This is an optimization exercise on Yosys and OpenROAD, whose aim is small area, not a production implementation.
The RTL was checked by simulation tests, not by an equivalence proof against the original design.
Power and IR drop assume default switching activity.

==> config.mk <==
export PLATFORM = sky130hd
export DESIGN_NAME = simon_says_top
export DESIGN_NICKNAME = simon_says_top
export VERILOG_FILES = /design/flow/design.v
export SDC_FILE = /design/flow/constraint.sdc
export NUM_CORES = 4
export LEC_CHECK = 0
export CAP_MARGIN = 20
export CORE_MARGIN = 2
export CORE_UTILIZATION = 40
export PLACE_DENSITY = 0.6
export SLEW_MARGIN = 20
==> constraint.sdc <==
create_clock -name core_clock -period 10.0 [get_ports {clk}]
set_input_delay 2.0000 -clock core_clock [delete_from_list [all_inputs] [get_ports {clk}]]
set_output_delay 2.0000 -clock core_clock [all_outputs]
set_load 0.01 [all_outputs]
==> design.v <==
module clock_divider(
    input clk,               
    input reset,             
    output reg clk_1Hz,      
    output reg clk_2Hz,      
    output reg clk_3Hz,      
    output reg clk_10Hz      
);
    reg [26:0] counter_1Hz;
    reg [25:0] counter_2Hz;
    reg [24:0] counter_3Hz;
    reg [23:0] counter_10Hz;
    localparam COUNT_1HZ = 5_000;        
    localparam COUNT_2HZ = 2_500;        
    localparam COUNT_3HZ = 1_666;        
    localparam COUNT_10HZ = 500;         
    always @(posedge clk or posedge reset) begin
        if (reset) begin
            counter_1Hz <= 0;
            clk_1Hz <= 0;
        end else begin
            if (counter_1Hz == COUNT_1HZ - 1) begin
                counter_1Hz <= 0;
                clk_1Hz <= ~clk_1Hz;
            end else begin
                counter_1Hz <= counter_1Hz + 1;
            end
        end
    end
    always @(posedge clk or posedge reset) begin
        if (reset) begin
            counter_2Hz <= 0;
            clk_2Hz <= 0;
        end else begin
            if (counter_2Hz == COUNT_2HZ - 1) begin
                counter_2Hz <= 0;
                clk_2Hz <= ~clk_2Hz;
            end else begin
                counter_2Hz <= counter_2Hz + 1;
            end
        end
    end
    always @(posedge clk or posedge reset) begin
        if (reset) begin
            counter_3Hz <= 0;
            clk_3Hz <= 0;
        end else begin
            if (counter_3Hz == COUNT_3HZ - 1) begin
                counter_3Hz <= 0;
                clk_3Hz <= ~clk_3Hz;
            end else begin
                counter_3Hz <= counter_3Hz + 1;
            end
        end
    end
    always @(posedge clk or posedge reset) begin
        if (reset) begin
            counter_10Hz <= 0;
            clk_10Hz <= 0;
        end else begin
            if (counter_10Hz == COUNT_10HZ - 1) begin
                counter_10Hz <= 0;
                clk_10Hz <= ~clk_10Hz;
            end else begin
                counter_10Hz <= counter_10Hz + 1;
            end
        end
    end
endmodule
`timescale 1ns / 1ps
module keypad_controller(
    input clk_100MHz,
    input reset,                           
    input [3:0] row,                       
    output reg [3:0] col,                  
    output reg [3:0] dec_out               
    );
    parameter LAG = 10;                    
	reg [19:0] scan_timer;                 
	reg [1:0] col_select;                  
	always @(posedge clk_100MHz or posedge reset)
		if (reset) begin
			scan_timer <= 0;
			col_select <= 0;
		end
		else if(scan_timer == 99) begin    
			scan_timer <= 0;
			col_select <= col_select + 1;
		end
		else
			scan_timer <= scan_timer + 1;
	always @(posedge clk_100MHz or posedge reset)
		if (reset) begin
			col <= 4'b1111;
			dec_out <= 4'b1111;
		end
		else
		case(col_select)
			2'b00 :	begin
					   col <= 4'b0111;
					   if(scan_timer == LAG)
						  case(row)
						      4'b0111 :	dec_out <= 4'b0001;	 
						      4'b1011 :	dec_out <= 4'b0100;	 
						      4'b1101 :	dec_out <= 4'b0111;	 
						      4'b1110 :	dec_out <= 4'b0000;	 
						  endcase
					end
			2'b01 :	begin
					   col <= 4'b1011;
					   if(scan_timer == LAG)
						  case(row)    		
						      4'b0111 :	dec_out <= 4'b0010;	 
						      4'b1011 :	dec_out <= 4'b0101;	 
						      4'b1101 :	dec_out <= 4'b1000;	 
					          4'b1110 : dec_out <= 4'b1111;	 
			              endcase
			        end 
			2'b10 :	begin       
					   col <= 4'b1101;
					   if(scan_timer == LAG)
						  case(row)    		       
						      4'b0111 :	dec_out <= 4'b0011;	 
						      4'b1011 :	dec_out <= 4'b0110;	 
						      4'b1101 :	dec_out <= 4'b1001;	 
						      4'b1110 : dec_out <= 4'b1110;	 
						  endcase      
					end
			2'b11 :	begin
					   col <= 4'b1110;
					   if(scan_timer == LAG)
						  case(row)    
						      4'b0111 :	dec_out <= 4'b1010;	 
						      4'b1011 :	dec_out <= 4'b1011;	 
						      4'b1101 :	dec_out <= 4'b1100;	 
						      4'b1110 :	dec_out <= 4'b1101;	 
						  endcase      
					end
		endcase
endmodule
module game_controller(
    input clk,                       
    input reset,                     
    input select,                    
    input [15:0] switches,           
    input [3:0] keypad_value,        
    input clk_1Hz,                   
    input clk_2Hz,                   
    input clk_3Hz,                   
    input clk_10Hz,                  
    output reg player_clk,           
    output reg [15:0] sequence_leds, 
    output reg [15:0] game_over_leds, 
    output reg [15:0] current_leds,  
    output reg [2:0] current_round,  
    output reg [2:0] highest_round,  
    output reg [31:0] display_value, 
    output reg [1:0] game_state,     
    output reg says_showing,         
    output reg says_sequence_complete,  
    output reg says_times_odd,       
    output reg sequence_complete,    
    output reg input_valid,          
    output reg input_correct,        
    output reg game_over,            
    output reg display_mode,          
    output reg [15:0] debug_switch_toggled,
    output reg [15:0] debug_expected_toggle,
    output reg [15:0] debug_led_sequence_current,
    output reg [15:0] debug_switches,
    output reg [15:0] debug_player_switches,
    output reg [5:0]  debug_sequence_position
);
    localparam STATE_INIT = 2'b00;
    localparam STATE_SHOW_SEQUENCE = 2'b01;
    localparam STATE_PLAYER_INPUT = 2'b10;
    localparam STATE_GAME_OVER = 2'b11;
    localparam KEY_NONE = 4'd15;   
    localparam MAX_SEQUENCE_LENGTH = 5;
    localparam MAX_ROUND = 4'd10;           
    reg [15:0] led_sequence[0:MAX_SEQUENCE_LENGTH-1];
    reg [3:0] key_sequence[0:MAX_SEQUENCE_LENGTH-1];
    reg [5:0] sequence_length;             
    reg [5:0] sequence_position;           
    reg [3:0] says_count;                  
    reg [3:0] max_says_count;              
    reg says_displayed;                    
    reg [15:0] player_switches;            
    reg [15:0] switch_toggled;             
    reg [15:0] expected_toggle;            
    reg [3:0] player_key;                  
    reg player_key_pressed;                
    reg player_input_required;             
    reg [1:0] input_type[0:MAX_SEQUENCE_LENGTH-1];  
    reg input_step_completed;              
    reg [31:0] random_value;
    reg select_pressed;                    
    reg select_debounce;                   
    reg [19:0] select_counter;             
    reg player_clk_prev;
    always @(*) begin
        case (current_round)
            3'd1, 3'd2: player_clk = clk_1Hz;    
            3'd3, 3'd4: player_clk = clk_2Hz;    
            3'd5, 3'd6: player_clk = clk_3Hz;    
            3'd7: player_clk = clk_10Hz;         
            default: player_clk = clk_1Hz;
        endcase
    end
    always @(posedge clk or posedge reset) begin
        if (reset) begin
            random_value <= 32'hABCDEF01;  
        end else begin
            random_value <= {random_value[30:0], random_value[31] ^ random_value[27] ^ random_value[23] ^ random_value[19]};
        end
    end
    always @(posedge clk) begin
        player_clk_prev <= player_clk;
    end
    always @(posedge clk) begin
        debug_switch_toggled <= switch_toggled;
        debug_expected_toggle <= expected_toggle;
        debug_led_sequence_current <= (sequence_position < MAX_SEQUENCE_LENGTH) ? led_sequence[sequence_position[2:0]] : 16'h0000;
        debug_switches <= switches;
        debug_player_switches <= player_switches;
        debug_sequence_position <= sequence_position;
    end
    function [31:0] keypad_to_display;
        input [3:0] key;
        begin
            case (key)
                4'h0: keypad_to_display = 32'h00300000;  
                4'h1: keypad_to_display = 32'h00310000;  
                4'h2: keypad_to_display = 32'h00320000;  
                4'h3: keypad_to_display = 32'h00330000;  
                4'h4: keypad_to_display = 32'h00340000;  
                4'h5: keypad_to_display = 32'h00350000;  
                4'h6: keypad_to_display = 32'h00360000;  
                4'h7: keypad_to_display = 32'h00370000;  
                4'h8: keypad_to_display = 32'h00380000;  
                4'h9: keypad_to_display = 32'h00390000;  
                4'hA: keypad_to_display = 32'h00410000;  
                4'hB: keypad_to_display = 32'h00420000;  
                4'hC: keypad_to_display = 32'h00430000;  
                4'hD: keypad_to_display = 32'h00440000;  
                4'hE: keypad_to_display = 32'h00450000;  
                4'hF: keypad_to_display = 32'h00460000;  
                default: keypad_to_display = 32'h00200000;  
            endcase
        end
    endfunction
    reg        v_input_valid;
    reg [15:0] v_switch_toggled;
    reg [15:0] v_expected_toggle;
    reg [15:0] v_player_switches;
    reg [2:0]  v_current_round;
    reg [2:0]  v_highest_round;
    reg [1:0]  v_game_state;
    reg [5:0]  v_sequence_length;
    reg        n_input_valid_set, n_input_valid;
    reg        n_switch_toggled_set;
    reg        n_game_state_set;
    reg [1:0]  n_game_state;
    reg [1:0]  v_type;                 
    reg [15:0] v_led_step;             
    always @(posedge clk or posedge reset) begin
        if (reset) begin
            game_state <= STATE_INIT;
            sequence_leds <= 0;
            game_over_leds <= 0;
            current_leds <= 0;
            current_round <= 1;
            highest_round <= 1;
            display_value <= 0;
            says_showing <= 0;
            says_sequence_complete <= 0;
            says_times_odd <= 0;
            sequence_complete <= 0;
            input_valid <= 0;
            input_correct <= 0;
            game_over <= 0;
            display_mode <= 0;
            sequence_position <= 0;
            says_count <= 0;
            max_says_count <= 1;  
            says_displayed <= 0;
            player_switches <= 0;
            switch_toggled <= 0;
            expected_toggle <= 0;
            player_key <= KEY_NONE;
            player_key_pressed <= 0;
            player_input_required <= 0;
            input_step_completed <= 0;
            select_pressed <= 0;
            select_debounce <= 0;
            select_counter <= 0;
            sequence_length <= 6'd1;
            input_type[0] <= 2'd1; input_type[1] <= 2'd2; input_type[2] <= 2'd1;
            input_type[3] <= 2'd2; input_type[4] <= 2'd1;
            led_sequence[0] <= 16'h0002; key_sequence[0] <= 4'h0;
            led_sequence[1] <= 16'h0000; key_sequence[1] <= 4'h2;
            led_sequence[2] <= 16'h0020; key_sequence[2] <= 4'h0;
            led_sequence[3] <= 16'h0000; key_sequence[3] <= 4'hB;
            led_sequence[4] <= 16'h0080; key_sequence[4] <= 4'h0;
        end else begin
            v_input_valid = input_valid;
            v_switch_toggled = switch_toggled;
            v_expected_toggle = expected_toggle;
            v_player_switches = player_switches;
            v_current_round = current_round;
            v_highest_round = highest_round;
            v_game_state = game_state;
            v_sequence_length = sequence_length;
            n_input_valid_set = 0; n_input_valid = 0;
            n_switch_toggled_set = 0;
            n_game_state_set = 0; n_game_state = 0;
            v_type = (sequence_position < MAX_SEQUENCE_LENGTH && sequence_position < sequence_length) ?
                     input_type[sequence_position[2:0]] : 2'd0;
            v_led_step = (sequence_position < MAX_SEQUENCE_LENGTH) ? led_sequence[sequence_position[2:0]] : 16'h0000;
            if (select && !select_pressed && !select_debounce) begin
                select_debounce <= 1;
                select_counter <= 0;
            end
            if (select_debounce) begin
                if (select_counter >= 200) begin  
                    select_debounce <= 0;
                    if (select) begin
                        display_mode <= ~display_mode;
                    end
                end else begin
                    select_counter <= select_counter + 1;
                end
            end
            select_pressed <= select;
            case (game_state)
                STATE_INIT: begin
                    current_leds <= 0;
                    says_showing <= 0;
                    says_sequence_complete <= 0;
                    says_times_odd <= 0;
                    sequence_complete <= 0;
                    n_input_valid_set = 1; n_input_valid = 0;
                    input_correct <= 0;
                    game_over <= 0;
                    sequence_position <= 0;
                    says_count <= 0;
                    says_displayed <= 0;
                    player_input_required <= 0;
                    v_player_switches = switches;  
                    player_key <= KEY_NONE;
                    player_key_pressed <= 0;
                    n_switch_toggled_set = 1;
                    v_expected_toggle = 0;
                    input_step_completed <= 0;
                    max_says_count <= ((random_value[3:0] % 5) * 2) + 1;  
                    n_game_state_set = 1; n_game_state = STATE_SHOW_SEQUENCE;
                end
                STATE_SHOW_SEQUENCE: begin
                    if (!says_displayed) begin
                        says_showing <= 1;
                        display_value <= 32'h53415953;  
                        if (player_clk && !player_clk_prev) begin
                            says_count <= says_count + 1;
                            if (says_count >= max_says_count) begin
                                says_displayed <= 1;
                                says_sequence_complete <= 1;
                                says_times_odd <= (says_count % 2 == 1);
                                says_showing <= 0;
                                display_value <= 0;
                                sequence_position <= 0;
                            end
                        end
                    end else begin
                        says_showing <= 0;
                        if (player_clk && !player_clk_prev) begin
                            if (sequence_position < sequence_length) begin
                                if (v_type == 1) begin
                                    current_leds <= v_led_step;
                                    display_value <= 0;
                                end else begin
                                    current_leds <= 0;
                                    display_value <= keypad_to_display((sequence_position < MAX_SEQUENCE_LENGTH) ? key_sequence[sequence_position[2:0]] : 4'h0);
                                end
                                sequence_position <= sequence_position + 1;
                            end else begin
                                current_leds <= 0;
                                display_value <= {29'd0, current_round};
                                sequence_complete <= 1;
                                n_game_state_set = 1; n_game_state = STATE_PLAYER_INPUT;
                                sequence_position <= 0;
                                player_input_required <= 1;
                                v_player_switches = switches;  
                                player_key <= KEY_NONE;
                                player_key_pressed <= 0;
                                n_switch_toggled_set = 1;
                                v_expected_toggle = 0;
                                input_step_completed <= 0;
                            end
                        end
                    end
                end
                STATE_PLAYER_INPUT: begin
                    if (player_input_required) begin
                        if (!says_sequence_complete || (says_sequence_complete && !says_times_odd)) begin
                            if ((switches != player_switches) || player_key_pressed) begin
                                game_over <= 1;
                                n_game_state_set = 1; n_game_state = STATE_GAME_OVER;
                            end
                        end else begin
                            v_input_valid = 1;
                            if (v_type == 1) begin
                                if (switches != player_switches && !input_step_completed) begin
                                    v_switch_toggled = switches ^ player_switches;
                                    v_expected_toggle = v_led_step;
                                    if (v_switch_toggled == v_led_step) begin
                                        input_correct <= 1;
                                        input_step_completed <= 1;
                                    end else begin
                                        input_correct <= 0;
                                        game_over <= 1;
                                        n_game_state_set = 1; n_game_state = STATE_GAME_OVER;
                                    end
                                    v_player_switches = switches;
                                end else if (input_step_completed && (switches == player_switches)) begin
                                    sequence_position <= sequence_position + 1;
                                    input_step_completed <= 0;
                                    n_switch_toggled_set = 1;  
                                    n_input_valid_set = 1; n_input_valid = 0;
                                    input_correct <= 0;
                                end
                            end else if (v_type == 2) begin
                                if (!player_key_pressed && !input_step_completed) begin
                                    player_key_pressed <= 1;
                                    player_key <= keypad_value;
                                    if (keypad_value == ((sequence_position < MAX_SEQUENCE_LENGTH) ? key_sequence[sequence_position[2:0]] : 4'h0)) begin
                                        input_correct <= 1;
                                        input_step_completed <= 1;
                                    end else if (switches != player_switches) begin
                                        input_correct <= 0;
                                        game_over <= 1;
                                        n_game_state_set = 1; n_game_state = STATE_GAME_OVER;
                                    end else begin
                                        input_correct <= 0;
                                        game_over <= 1;
                                        n_game_state_set = 1; n_game_state = STATE_GAME_OVER;
                                    end
                                end else if (input_step_completed && player_key_pressed) begin
                                    sequence_position <= sequence_position + 1;
                                    input_step_completed <= 0;
                                    player_key_pressed <= 0;
                                    n_input_valid_set = 1; n_input_valid = 0;
                                    input_correct <= 0;
                                end
                            end
                            if (sequence_position >= sequence_length && !game_over) begin
                                player_input_required <= 0;  
                                if (v_current_round < MAX_ROUND) begin
                                    v_current_round = v_current_round + 1;
                                    if (v_current_round >= v_highest_round) begin
                                        v_highest_round = v_current_round + 1;
                                    end
                                end
                                if(v_current_round >= MAX_SEQUENCE_LENGTH) begin 
                                    generate_new_sequence(MAX_SEQUENCE_LENGTH, random_value); 
                                end else if (v_current_round % 3 == 0) begin
                                    generate_new_sequence(v_current_round + 1, random_value);
                                end else begin
                                    extend_sequence(v_current_round);
                                end
                                v_game_state = STATE_INIT;
                            end
                        end
                    end
                end
                STATE_GAME_OVER: begin
                    if (clk_2Hz) begin
                        game_over_leds <= 16'hFFFF;
                    end else begin
                        game_over_leds <= 16'h0000;
                    end
                    current_leds <= game_over_leds;
                end
                default: begin n_game_state_set = 1; n_game_state = STATE_INIT; end
            endcase
            input_valid <= n_input_valid_set ? n_input_valid : v_input_valid;
            switch_toggled <= n_switch_toggled_set ? 16'h0000 : v_switch_toggled;
            expected_toggle <= v_expected_toggle;
            player_switches <= v_player_switches;
            current_round <= v_current_round;
            highest_round <= v_highest_round;
            game_state <= n_game_state_set ? n_game_state : v_game_state;
        end
    end
    task generate_new_sequence;
        input [3:0] round;
        input [31:0] seed;
        integer i;
        reg [31:0] temp_random;
        begin
            sequence_length <= {2'b00, round};
            temp_random = seed;
            for (i = 0; i < MAX_SEQUENCE_LENGTH; i = i + 1) begin
                if (round <= 3) begin
                    if (temp_random[31] == 1) begin
                        input_type[i] <= 2'd1;
                        led_sequence[i] <= 16'h0001 << (temp_random[3:0] % 16);  
                        key_sequence[i] <= 4'h0;  
                    end else begin
                        input_type[i] <= 2'd2;
                        led_sequence[i] <= 16'h0000;  
                        key_sequence[i] <= temp_random[3:0] % 16;  
                    end
                end else begin
                    if (i % 2 == 0) begin
                        input_type[i] <= 2'd1;
                        led_sequence[i] <= 16'h0001 << (temp_random[3:0] % 16);  
                        key_sequence[i] <= 4'h0;  
                    end else begin
                        input_type[i] <= 2'd2;
                        led_sequence[i] <= 16'h0000;  
                        key_sequence[i] <= temp_random[3:0] % 16;  
                    end
                end
                temp_random = {temp_random[30:0], temp_random[31] ^ temp_random[21] ^ temp_random[1] ^ temp_random[0]};
            end
        end
    endtask
    task extend_sequence;
        input [3:0] round; 
        reg [31:0] temp_random;
        begin
            temp_random = random_value;
            if (v_sequence_length < MAX_SEQUENCE_LENGTH) begin
                if (round > 3 && temp_random[31] == 1) begin
                    input_type[v_sequence_length[2:0]] <= 2'd2;
                    led_sequence[v_sequence_length[2:0]] <= 16'h0000;  
                    key_sequence[v_sequence_length[2:0]] <= temp_random[3:0] % 16;  
                end else begin
                    input_type[v_sequence_length[2:0]] <= 2'd1;
                    led_sequence[v_sequence_length[2:0]] <= 16'h0001 << (temp_random[3:0] % 16);  
                    key_sequence[v_sequence_length[2:0]] <= 4'h0;  
                end
            end
            v_sequence_length = v_sequence_length + 1;
            sequence_length <= v_sequence_length;
        end
    endtask
endmodule
module seven_segment_controller(
    input clk,                       
    input reset,                     
    input display_mode,              
    input [31:0] display_value,      
    input says_showing,              
    input [2:0] current_round,       
    input [2:0] highest_round,       
    output reg [6:0] seg,            
    output reg [3:0] an              
);
    localparam CHAR_0 = 7'b1000000;
    localparam CHAR_1 = 7'b1111001;
    localparam CHAR_2 = 7'b0100100;
    localparam CHAR_3 = 7'b0110000;
    localparam CHAR_4 = 7'b0011001;
    localparam CHAR_5 = 7'b0010010;
    localparam CHAR_6 = 7'b0000010;
    localparam CHAR_7 = 7'b1111000;
    localparam CHAR_8 = 7'b0000000;
    localparam CHAR_9 = 7'b0010000;
    localparam CHAR_A = 7'b0001000;
    localparam CHAR_B = 7'b0000011;
    localparam CHAR_C = 7'b1000110;
    localparam CHAR_D = 7'b0100001;
    localparam CHAR_E = 7'b0000110;
    localparam CHAR_F = 7'b0001110;
    localparam CHAR_G = 7'b0010000;  
    localparam CHAR_H = 7'b0001001;
    localparam CHAR_I = 7'b1111001;  
    localparam CHAR_J = 7'b1100001;
    localparam CHAR_K = 7'b0001010;
    localparam CHAR_L = 7'b1000111;
    localparam CHAR_M = 7'b0101010;  
    localparam CHAR_N = 7'b0101011;  
    localparam CHAR_O = 7'b1000000;  
    localparam CHAR_P = 7'b0001100;
    localparam CHAR_Q = 7'b0011000;
    localparam CHAR_R = 7'b0101111;  
    localparam CHAR_S = 7'b0010010;  
    localparam CHAR_T = 7'b0000111;
    localparam CHAR_U = 7'b1000001;
    localparam CHAR_V = 7'b1100011;  
    localparam CHAR_W = 7'b1010101;  
    localparam CHAR_X = 7'b0001001;  
    localparam CHAR_Y = 7'b0010001;
    localparam CHAR_Z = 7'b0100100;  
    localparam CHAR_BLANK = 7'b1111111;
    reg [16:0] refresh_counter;       
    reg [1:0] digit_select;           
    reg [7:0] ascii_to_display[3:0];  
    reg [6:0] segments[3:0];          
    always @(posedge clk or posedge reset) begin
        if (reset) begin
            refresh_counter <= 0;
            digit_select <= 0;
        end else begin
            refresh_counter <= refresh_counter + 1;
            if (refresh_counter >= 100) begin  
                refresh_counter <= 0;
                digit_select <= digit_select + 1;
            end
        end
    end
    always @(posedge clk or posedge reset) begin
        if (reset) begin
            ascii_to_display[0] <= 8'h00;
            ascii_to_display[1] <= 8'h00;
            ascii_to_display[2] <= 8'h00;
            ascii_to_display[3] <= 8'h00;
        end else begin
            if (display_mode == 0) begin  
                if (says_showing) begin
                    ascii_to_display[3] <= display_value[31:24];  
                    ascii_to_display[2] <= display_value[23:16];  
                    ascii_to_display[1] <= display_value[15:8];   
                    ascii_to_display[0] <= display_value[7:0];    
                end else if (display_value != 0) begin
                    if (display_value >= 32'h20 && display_value <= 32'h7A) begin  
                        ascii_to_display[3] <= 8'h00;
                        ascii_to_display[2] <= 8'h00;
                        ascii_to_display[1] <= 8'h00;
                        ascii_to_display[0] <= display_value[15:8];  
                    end else begin
                        ascii_to_display[3] <= 8'h00;
                        ascii_to_display[2] <= 8'h00;
                        ascii_to_display[1] <= 8'h00;
                        ascii_to_display[0] <= 8'h30 + display_value[3:0];  
                    end
                end else begin
                    ascii_to_display[3] <= 8'h00;
                    ascii_to_display[2] <= 8'h00;
                    ascii_to_display[1] <= 8'h00;
                    ascii_to_display[0] <= 8'h00;
                end
            end else begin  
                ascii_to_display[3] <= 8'h00;
                ascii_to_display[2] <= 8'h00;
                ascii_to_display[1] <= 8'h00;
                ascii_to_display[0] <= 8'h30 + highest_round;  
            end
        end
    end
    always @(*) begin
        for (integer i = 0; i < 4; i = i + 1) begin
            case (ascii_to_display[i])
                8'h00: segments[i] = CHAR_BLANK;
                8'h30: segments[i] = CHAR_0;
                8'h31: segments[i] = CHAR_1;
                8'h32: segments[i] = CHAR_2;
                8'h33: segments[i] = CHAR_3;
                8'h34: segments[i] = CHAR_4;
                8'h35: segments[i] = CHAR_5;
                8'h36: segments[i] = CHAR_6;
                8'h37: segments[i] = CHAR_7;
                8'h38: segments[i] = CHAR_8;
                8'h39: segments[i] = CHAR_9;
                8'h41, 8'h61: segments[i] = CHAR_A;  
                8'h42, 8'h62: segments[i] = CHAR_B;  
                8'h43, 8'h63: segments[i] = CHAR_C;  
                8'h44, 8'h64: segments[i] = CHAR_D;  
                8'h45, 8'h65: segments[i] = CHAR_E;  
                8'h46, 8'h66: segments[i] = CHAR_F;  
                8'h47, 8'h67: segments[i] = CHAR_G;  
                8'h48, 8'h68: segments[i] = CHAR_H;  
                8'h49, 8'h69: segments[i] = CHAR_I;  
                8'h4A, 8'h6A: segments[i] = CHAR_J;  
                8'h4B, 8'h6B: segments[i] = CHAR_K;  
                8'h4C, 8'h6C: segments[i] = CHAR_L;  
                8'h4D, 8'h6D: segments[i] = CHAR_M;  
                8'h4E, 8'h6E: segments[i] = CHAR_N;  
                8'h4F, 8'h6F: segments[i] = CHAR_O;  
                8'h50, 8'h70: segments[i] = CHAR_P;  
                8'h51, 8'h71: segments[i] = CHAR_Q;  
                8'h52, 8'h72: segments[i] = CHAR_R;  
                8'h53, 8'h73: segments[i] = CHAR_S;  
                8'h54, 8'h74: segments[i] = CHAR_T;  
                8'h55, 8'h75: segments[i] = CHAR_U;  
                8'h56, 8'h76: segments[i] = CHAR_V;  
                8'h57, 8'h77: segments[i] = CHAR_W;  
                8'h58, 8'h78: segments[i] = CHAR_X;  
                8'h59, 8'h79: segments[i] = CHAR_Y;  
                8'h5A, 8'h7A: segments[i] = CHAR_Z;  
                default: segments[i] = CHAR_BLANK;
            endcase
        end
    end
    always @(*) begin
        case (digit_select)
            2'b00: begin
                an = 4'b1110;   
                seg = segments[0];
            end
            2'b01: begin
                an = 4'b1101;   
                seg = segments[1];
            end
            2'b10: begin
                an = 4'b1011;   
                seg = segments[2];
            end
            2'b11: begin
                an = 4'b0111;   
                seg = segments[3];
            end
        endcase
    end
endmodule
module simon_says_top(
    input clk,               
    input reset,             
    input select,            
    input [15:0] switches,   
    input [3:0] rows,    
    output [3:0] cols,   
    output [15:0] leds,      
    output [6:0] seg,        
    output [3:0] an          
);
    wire [15:0] sequence_leds;
    wire [15:0] game_over_leds;
    wire [15:0] current_leds;
    wire [2:0] current_round;
    wire [2:0] highest_round;
    wire [3:0] keypad_value;       
    wire keypad_valid;             
    wire [31:0] display_value;
    wire [1:0] game_state;         
    wire says_showing;
    wire says_sequence_complete;
    wire says_times_odd;
    wire sequence_complete;
    wire input_valid;
    wire input_correct;
    wire game_over;
    wire display_mode;            
    wire [15:0] debug_switch_toggled;
    wire [15:0] debug_expected_toggle;
    wire [15:0] debug_led_sequence_current;
    wire [15:0] debug_switches;
    wire [15:0] debug_player_switches;
    wire [5:0]  debug_sequence_position;
    wire clk_1Hz, clk_2Hz, clk_3Hz, clk_10Hz;
    wire player_clk;  
    wire [3:0] w_dec;
    clock_divider clock_div (
        .clk(clk),
        .reset(reset),
        .clk_1Hz(clk_1Hz),
        .clk_2Hz(clk_2Hz),
        .clk_3Hz(clk_3Hz),
        .clk_10Hz(clk_10Hz)
    );
    keypad_controller keypad_ctrl (
        .clk_100MHz(clk),
        .reset(reset),
        .row(rows),
		.col(cols),
        .dec_out(w_dec)
    );
    game_controller game_ctrl (
        .clk(clk),
        .reset(reset),
        .select(select),
        .switches(switches),
        .keypad_value(w_dec),
        .clk_1Hz(clk_1Hz),
        .clk_2Hz(clk_2Hz),
        .clk_3Hz(clk_3Hz),
        .clk_10Hz(clk_10Hz),
        .player_clk(player_clk),
        .sequence_leds(sequence_leds),
        .game_over_leds(game_over_leds),
        .current_leds(current_leds),
        .current_round(current_round),
        .highest_round(highest_round),
        .display_value(display_value),
        .game_state(game_state),
        .says_showing(says_showing),
        .says_sequence_complete(says_sequence_complete),
        .says_times_odd(says_times_odd),
        .sequence_complete(sequence_complete),
        .input_valid(input_valid),
        .input_correct(input_correct),
        .game_over(game_over),
        .display_mode(display_mode),
        .debug_switch_toggled(debug_switch_toggled),
        .debug_expected_toggle(debug_expected_toggle),
        .debug_led_sequence_current(debug_led_sequence_current),
        .debug_switches(debug_switches),
        .debug_player_switches(debug_player_switches),
        .debug_sequence_position(debug_sequence_position)
    );
    seven_segment_controller seg_ctrl (
        .clk(clk),
        .reset(reset),
        .display_mode(display_mode),
        .display_value(display_value),
        .says_showing(says_showing),
        .current_round(current_round),
        .highest_round(highest_round),
        .seg(seg),
        .an(an)
    );
    assign leds = current_leds;
endmodule
==> run.sh <==
#!/bin/bash
# synth_recipe.tcl (not shown) runs the flow's synth.tcl, then flattens the netlist and writes it again
# the make line also repeats each setting of config.mk as NAME=value (left out here)
make -C /OpenROAD-flow-scripts/flow DESIGN_CONFIG=/design/flow/config.mk WORK_HOME=/design/flow/orfs CLKGATE_MAP_FILE= SYNTH_SCRIPT=/design/flow/synth_recipe.tcl finish
==> results.txt <==
final timing paths:
check                                                 to  depth (start not counted)                            start  slack (ns)
hold / removal                game_ctrl.random_value[25]                          0       game_ctrl.random_value[24]        0.35
setup / recovery                                  seg[2]                          7  seg_ctrl.ascii_to_display[2][2]        4.93
setup reg to reg           game_ctrl.led_sequence[0][12]                         13       game_ctrl.current_round[0]        5.37
max in group asynchronous    game_ctrl.select_counter[6]                          4                            reset        6.25
hold reg to reg               game_ctrl.random_value[25]                          0       game_ctrl.random_value[24]        0.35
min in group asynchronous      clock_div.counter_2Hz[16]                          2                            reset        1.81
Yosys cell counts, drive strengths merged, types with 20 or more instances:
master	number	area, µm²
inv	87	327
and2	28	175
nand4	29	181
and3	38	238
buf	29	175
a22o	20	175
clkbuf	73	274
xor2	54	473
o211ai	24	185
nor4	33	243
o21ai	175	891
a31oi	47	300
a32oi	35	307
nor3	37	201
dfstp	41	1080
o31ai	46	355
nand3	82	423
xnor2	113	990
nand2	261	990
dfrtp	369	9230
a21oi	87	447
nor2	172	651
nand2b	20	133
ha	98	1230
a22oi	25	188
mux2	27	342
layout make-up:
type	count	share of cell area
Inverter	89	0.0138
Timing Repair Buffer	73	0.0288
Sequential cell	411	0.421
Multi-Input combinational cell	1652	0.438
Tap cell	696	0.0355
Clock inverter	16	0.00694
Clock buffer	69	0.0558
metrics by stage:
stage	power, W	hold slack [ns]	util
detailed placement	0.00186	0.337	0.427
global route	0.00368	0.357	0.456
floorplan	0.00179	0.331	-
global placement	0.00186	0.339	0.427
finish	0.00355	0.352	0.456
CTS	0.00359	0.354	0.456
state kept, by name (all words and copies together) (netlist names), 12 cells and up:
signal	count
game_ctrl.random_value	32
game_ctrl.key_sequence	20
clock_div.counter_10Hz	24
clock_div.counter_2Hz	26
clock_div.counter_1Hz	27
keypad_ctrl.scan_timer	20
game_ctrl.select_counter	20
game_ctrl.player_switches	16
seg_ctrl.ascii_to_display	12
game_ctrl.current_leds	16
clock_div.counter_3Hz	25
seg_ctrl.refresh_counter	17
game_ctrl.led_sequence	80
metal layers:
layer / up-vias / GRT usage
li1: 8042 / -
met1: 8436 / 0.279
met2: 462 / 0.317
met3: 100 / 0.0377
met4: 0 / 0.0577
met5: - / 0
placed cells by master (no fill, tap or decap), types with 29 or more instances in the layout:
cell,n
clkbuf_16,47
ha_1,98
and3_1,38
o21ai_0,172
dfstp_2,41
nand3_1,81
clkdlybuf4s50_1,53
xnor2_1,113
o31ai_1,43
a32oi_1,35
inv_1,86
nor3_1,35
xor2_1,54
a31oi_1,46
nor2_1,169
nand4_1,29
nor4_1,29
dfrtp_1,369
nand2_1,259
a21oi_1,83
kinds of logic (layout without fill, tap and decap cells):
| group | count (synthesis) | in the layout |
|---|---|---|
| AND/OR/NAND/NOR | 777 | 777 |
| AO/OA/AOI/OAI | 554 | 554 |
| flip-flops | 411 | 411 |
| buffers and inverters | 191 | 247 |
| XOR/XNOR | 167 | 167 |
| adder cells (fa/ha/maj) | 98 | 98 |
| multiplexers | 46 | 46 |
| other | 1 | 10 |
power groups by stage:
stage               combinational [W]  clock (W)  sequential, W
finish                       0.000146    0.00172        0.00168
global route                 0.000165    0.00184        0.00168
CTS                          0.000150    0.00176        0.00168
detailed placement           0.000149          0        0.00171
global placement             0.000146          0        0.00171
floorplan                   0.0000817          0        0.00171
==> results.yml <==
run_status:
  status: "no timing/DRC/antenna violations"
route:
  firstDrtPassIters: 6
  avgViaCountPerCell: 5.67
  wl_met1_um: 25700
  topRoutingLayerUsed: "met4"
  vias: 17040
  postRouteAntennaNets: 0
  drc_errors: 0
  drtIter0Drc: 1274
  wl_um: 55800
  routedWlPerCell_um: 18.6
  met2WireLength_um: 25600
  wl_met3_um: 3220
timing:
  worstMarginPinSlew_ns: 1.02
  rsz0062_at_grt: "no"
  finalCritPeriodShare: 0.507
  tns_ns: 0
  max-slew-margin-rel: 0.318
  slew_viol_final: 0
  hold_viol: 0
  min_period_ns: 5.07
  setup_viol: 0
  max_freq_mhz: 197
  finClkSkew_ns: 0.0213
  setup_ws_ns: 4.93
cts:
  insertion_delay_ns: 0.58
  cts_made_buffers: 46
  cts.clk_slew.worst_paths_ns: 0.06
  cts.sinks: 411
  cts_tree: "yes"
  postCtsHoldBufs: 0
  post_cts_resized: 0
  htreeDepth: 2
  root_buffer: "clkbuf_16"
  cts_buffer_depth: 3
  cts_setup_buffers: 0
yosys:
  ys_seq_area_frac: 0.474
  ys_ff_latch: 411
  synth-xor-area-share: 0.0671
  synth_edf_count: 0
  synth_adder_area_share: 0.0562
  yosysUniqueCellTypes: 97
  synth_compound_area_frac: 0.167
  ys.warnings.count: 9
  avgSynthCellArea_um2: 9.71
  synth_cells: 2245
  synth_simple_gate_area_frac: 0.175
  synth.area.mux_share: 0.0246
  synthesis.area_um2: 21800
  ys.flop_type: "dfrtp_1"
  async_reset_ff_frac: 0.998
  synth_top_family_by_area: "simple AND/OR/NAND/NOR gates"
critical_path:
  cp.required_ns: 8.00
  end_kind: "primary output"
  path_cells: "mux2_2 > o221ai_1 > o21ai_0 > o21ai_0 > a21oi_1 > a21oi_1 > clkdlybuf4s50_1"
  cp_max_fo: 33
  worst_path_max_delay_cell: "dfrtp_1"
  crit_type: "reg -> out"
  startpoint_type: "flop"
  crit_path_max_incr_delay_ns: 0.92
  cp.arrival_ns: 3.07
  critPathTopFamily: "flip-flops"
  worst-path-buf-inv: 1
floorplanning:
  die_height_um: 237
  core_area_um2: 53800
  rows: 85
  die_width_um: 237
  ios: 54
  die_area_um2: 56400
  initial_core_util: 0.405
hold_path:
  min_path_type: "reg -> reg"
finish:
  regArea_um2: 10300
  finalNonFillerCells: 3006
  nets: 2394
  area_delta_synth_final_pct: 12.5
  nFillCells: 5072
  fin_area_um2: 24500
  antennaDiodeCount: 0
  multi_input_area_um2: 10800
  drive_gt1_frac: 0.0896
grt:
  grt_max_degree: 179
  grt_pass1_vias: 16811
  track_usage: 0.200
  grt-ovfl-total: 0
  grt_pass1_wl_um: 91600
  antenna_found_initial: 0
power_and_ir_drop:
  p_clk_frac: 0.485
  ir_drop_v: 0.000121
  cellLeakagePower_nw: 10.4
  p_sw_frac: 0.222
  combPwrFrac: 0.041
  power_switching_w: 0.000786
  powerDensity_nw_per_um2: 144
  p_int_w: 0.00276
  p_seq_frac: 0.474
flow_run:
  drv_cap: 0
placement:
  post-place-ws_ns: 5.10
  place_inst: 2920
  portBuffers: 53
  gp_congestion: 0.928
  dpl-instance-area_um2: 23000
  dp_hpwl_um: 37800

port drivers added, routing unchanged:
How much do the figures lean on ideal ports? The routed layout below was timed once more, with nothing changed but the port constraints.
Step 1: set_driving_cell puts a clkbuf_16 on clk and a buf_2 on each other input, an assumption about the parent block.
Step 2 moves the port delays by t, midway between the first and last clock arrival at a register: inputs arrive t later, outputs are due t later. That takes back most of the time a late clock gives input paths.
Slacks: no drivers / after step 1 / after step 2; pairs: no drivers / after step 1.
t, ns: 0.633
setup WS [ns]: 4.930 / 4.870 / 5.092
hold WS [ns]: 0.352 / 0.352 / 0.352
After both steps this run still meets setup and hold. For this run, drivers alone change the setup slack by -0.060 ns; drivers and shift together by +0.162 ns.
